What follows belongs to an exercise in optimizing a design on an open flow for small area; a production flow would make more cautious choices.
At most, simulation tests tie the RTL to the original design; equivalence was not proved.
Power is estimated from default activity; no workload was simulated.

==> flow/design.v <==
module TOP_MODULE#(
    parameter NUM_DUT = 2,
    parameter UART_CNT_BAUDRATE = 216,
    parameter UART_FIFO_BYTE_SIZE = 3,
    parameter TEST_ENV_CMDS_BITWIDTH = 2,
    parameter TEST_ENV_ADR_WIDTH = 6,
    parameter TEST_ENV_DATA_BITWIDTH = 16
)(
    input wire          CLK_100MHz,
    input wire          RSTN,
    output wire [3:0]   LED,
    output reg          UART_TX,
    input wire          UART_RX
);
    localparam [9:0] T_SEED = 10'h3FF;
    localparam [9:0] T_MID  = 10'h05F;
    localparam [9:0] T_END  = 10'h329;
    reg [9:0]  tmr;
    reg [3:0]  bst;
    reg [1:0]  byte_i;   
    reg [23:0] sr;       
    reg        ans_ok;   
    wire idle     = (bst == 4'd1);
    wire bit_mid  = (tmr == T_MID);
    wire bit_end  = (tmr == T_END);
    wire last_bit = (bst == 4'd0);
    wire fr_last  = last_bit & (byte_i == 2'd2);
    wire step_a   = fr_last;
    wire step_b   = fr_last & bit_end;
    wire step_c   = idle & (byte_i == 2'd0);
    wire [5:0]  f_adr  = sr[5:0];
    wire [1:0]  f_cmd  = sr[7:6];
    wire [15:0] f_data = {sr[15:8], sr[23:16]};
    reg [1:0]  sel;
    reg        ledbit;
    reg        din_ok;   
    reg        evalid;   
    reg [15:0] rreg;     
    wire is_ctl   = (f_cmd == 2'd0);
    wire is_wr    = (f_cmd == 2'd1);
    wire start    = is_ctl & f_adr[0];
    wire [1:0] new_sel = (is_ctl & f_adr[1]) ? f_data[2:1] : sel;
    reg [15:0] head;
    always @(*) begin
        case ({sel[1], f_adr[0]})
            2'b00: head = sel[0] ? 16'h0610 : 16'h0410;
            2'b01: head = sel[0] ? 16'h0841 : 16'h0800;
            2'b10: head = 16'hF210;
            default: head = 16'h08FC;
        endcase
    end
    wire [15:0] rdata = (f_cmd == 2'd3) ? head : rreg;
    reg [15:0] ring [0:60];
    reg [5:0]  pc;
    wire at_adr = (pc == f_adr);
    wire at_din = &pc[5:2];    
    wire ram_wr = step_a & is_wr & (at_din | (at_adr & (sel == 2'd2)));
    wire r_ring = step_c & ((at_adr & (sel == 2'd2) & !is_wr) |
                            (at_din & (sel == 2'd1) & start & din_ok));
    wire r_const = (step_c & (sel == 2'd0)) |
                   (step_b & (new_sel == 2'd1) & (start ? !din_ok : !evalid));
    wire [15:0] r_k = idle ? 16'd123 : 16'd0;
    integer i;
    always @(posedge CLK_100MHz) begin
        ring[0] <= ram_wr ? f_data : ring[60];
        for (i = 1; i < 61; i = i + 1)
            ring[i] <= ring[i-1];
        if (r_ring)
            rreg <= ring[60];
        else if (r_const)
            rreg <= r_k;
    end
    wire pc_jump = &pc[4:0];
    always @(posedge CLK_100MHz) begin
        if (!RSTN)
            pc <= 6'd0;
        else
            pc <= {pc[4:2], pc[1] & !pc_jump, pc[0], ~(pc[5] ^ pc[4]) | pc_jump};
    end
    always @(posedge CLK_100MHz) begin
        tmr  <= (idle | bit_end) ? T_SEED : {tmr[8:0], tmr[9] ^ tmr[6]};
        if (bit_mid & bst[3])
            sr <= {UART_RX, sr[23:1]};
        else if (step_b) begin
            sr[15:8]  <= rdata[15:8];
            sr[23:16] <= rdata[7:0];
        end
    end
    always @(posedge CLK_100MHz) begin
        if (!RSTN) begin
            bst     <= 4'd1;
            byte_i  <= 2'd0;
            UART_TX <= 1'b1;
            ans_ok  <= 1'b0;
        end else begin
            if (idle) begin
                if (!UART_RX) begin
                    bst     <= 4'd7;
                    UART_TX <= 1'b0;
                end
            end else begin
                if ((bit_mid & !last_bit) | (bit_end & last_bit))
                    bst <= bst + 4'd1;
                if (bit_end) begin
                    UART_TX <= last_bit | (ans_ok & sr[0]);
                    if (last_bit)
                        byte_i <= (byte_i == 2'd2) ? 2'd0 : byte_i + 2'd1;
                end
            end
            if (step_b)
                ans_ok <= 1'b1;
        end
    end
    always @(posedge CLK_100MHz) begin
        if (!RSTN) begin
            sel    <= 2'd0;
            ledbit <= 1'b0;
            din_ok <= 1'b0;
            evalid <= 1'b0;
        end else if (step_b) begin
            sel <= new_sel;
            if (is_ctl & f_adr[3])
                ledbit <= ~ledbit;
            else if (is_ctl & f_adr[2])
                ledbit <= f_data[0];
            if (is_wr)
                din_ok <= 1'b1;
            evalid <= (new_sel == 2'd1) & (start | evalid);
        end
    end
    assign LED[0] = ledbit;
    assign LED[1] = step_b & start;
    assign LED[2] = sel[0];
    assign LED[3] = sel[1] | evalid;
endmodule
export LEC_CHECK = 0
export CAP_MARGIN = 20
export CORE_MARGIN = 2
export CORE_UTILIZATION = 72
export SLEW_MARGIN = 20
create_clock -name core_clock -period 10.0 [get_ports {CLK_100MHz}]
standard.sh (not shown) runs the stock make flow with config.mk's settings and CLKGATE_MAP_FILE= SYNTH_SCRIPT=/design/flow/synth_recipe.tcl, a recipe that flattens the netlist after the stock synthesis.
==> flow/flow/run.sh <==
#!/bin/bash
# Standard ORFS layout with custom clock-tree and port-buffer arguments.
set -euo pipefail
export CTS_ARGS="-sink_clustering_enable -repair_clock_nets -sink_clustering_size 22 -sink_clustering_max_diameter 50 -buf_list sky130_fd_sc_hd__clkbuf_8 -dont_use_dummy_load"
export BUFFER_PORTS_ARGS="-buffer_cell sky130_fd_sc_hd__buf_1"
bash standard.sh finish > orfs_make.log 2>&1
Then changed:
--- a/flow/design.v
+++ b/flow/design.v
@@ -49,7 +49,7 @@
             default: head = 16'h08FC;
         endcase
     end
-    wire [15:0] rdata = (f_cmd == 2'd3) ? head : rreg;
+    wire [15:0] rdata = (f_cmd == 2'd3) ? head : (sel == 2'd0) ? 16'd123 : rreg;
     reg [15:0] ring [0:60];
     reg [5:0]  pc;
     wire at_adr = (pc == f_adr);
@@ -57,9 +57,7 @@
     wire ram_wr = step_a & is_wr & (at_din | (at_adr & (sel == 2'd2)));
     wire r_ring = step_c & ((at_adr & (sel == 2'd2) & !is_wr) |
                             (at_din & (sel == 2'd1) & start & din_ok));
-    wire r_const = (step_c & (sel == 2'd0)) |
-                   (step_b & (new_sel == 2'd1) & (start ? !din_ok : !evalid));
-    wire [15:0] r_k = idle ? 16'd123 : 16'd0;
+    wire r_const = step_b & (new_sel == 2'd1) & (start ? !din_ok : !evalid);
     integer i;
     always @(posedge CLK_100MHz) begin
         ring[0] <= ram_wr ? f_data : ring[60];
@@ -68,7 +66,7 @@
         if (r_ring)
             rreg <= ring[60];
         else if (r_const)
-            rreg <= r_k;
+            rreg <= 16'd0;
     end
     wire pc_jump = &pc[4:0];
     always @(posedge CLK_100MHz) begin
After rerunning: Routed wire length goes down by 2.7%. Maximum frequency shrinks by 5.3%. Utilization is about the same. Final area stays flat. Synthesized cell count stays flat. Total power decreases by 0.50%. Area after synthesis went down by 0.31%. Register-to-register slack degrades by 0.51 ns. Global-route usage went down by 0.41 points.
The RTL of the second run of this note was laid out without a check of its function.

## port drivers added, routing unchanged
The results above use ideal ports. As a check the final layouts listed here were re-extracted and re-timed, cells and wires unchanged.
Step 1: set_driving_cell puts a clkbuf_16 on CLK_100MHz and a buf_2 on each other input, an assumption about the parent block.
Step 2, shift: input delay + t, output delay - t, t = (earliest + latest rising clock arrival at the registers) / 2. This alone moves slack from input paths to output paths.
a / b / c = no drivers / after step 1 / after step 2; a / b = the first two.
| run | t (ns) | slack for setup (ns) | clock arrival spread, ns | pins driven straight from the clock port |
|---|---|---|---|---|
| the first run | 0.643 | 5.781 / 5.732 / 6.374 | 0.054 / 0.053 | 1 |
| the second run | 0.638 | 5.545 / 5.499 / 6.137 | 0.088 / 0.088 | 1 |
After both steps every run listed still meets setup and hold.
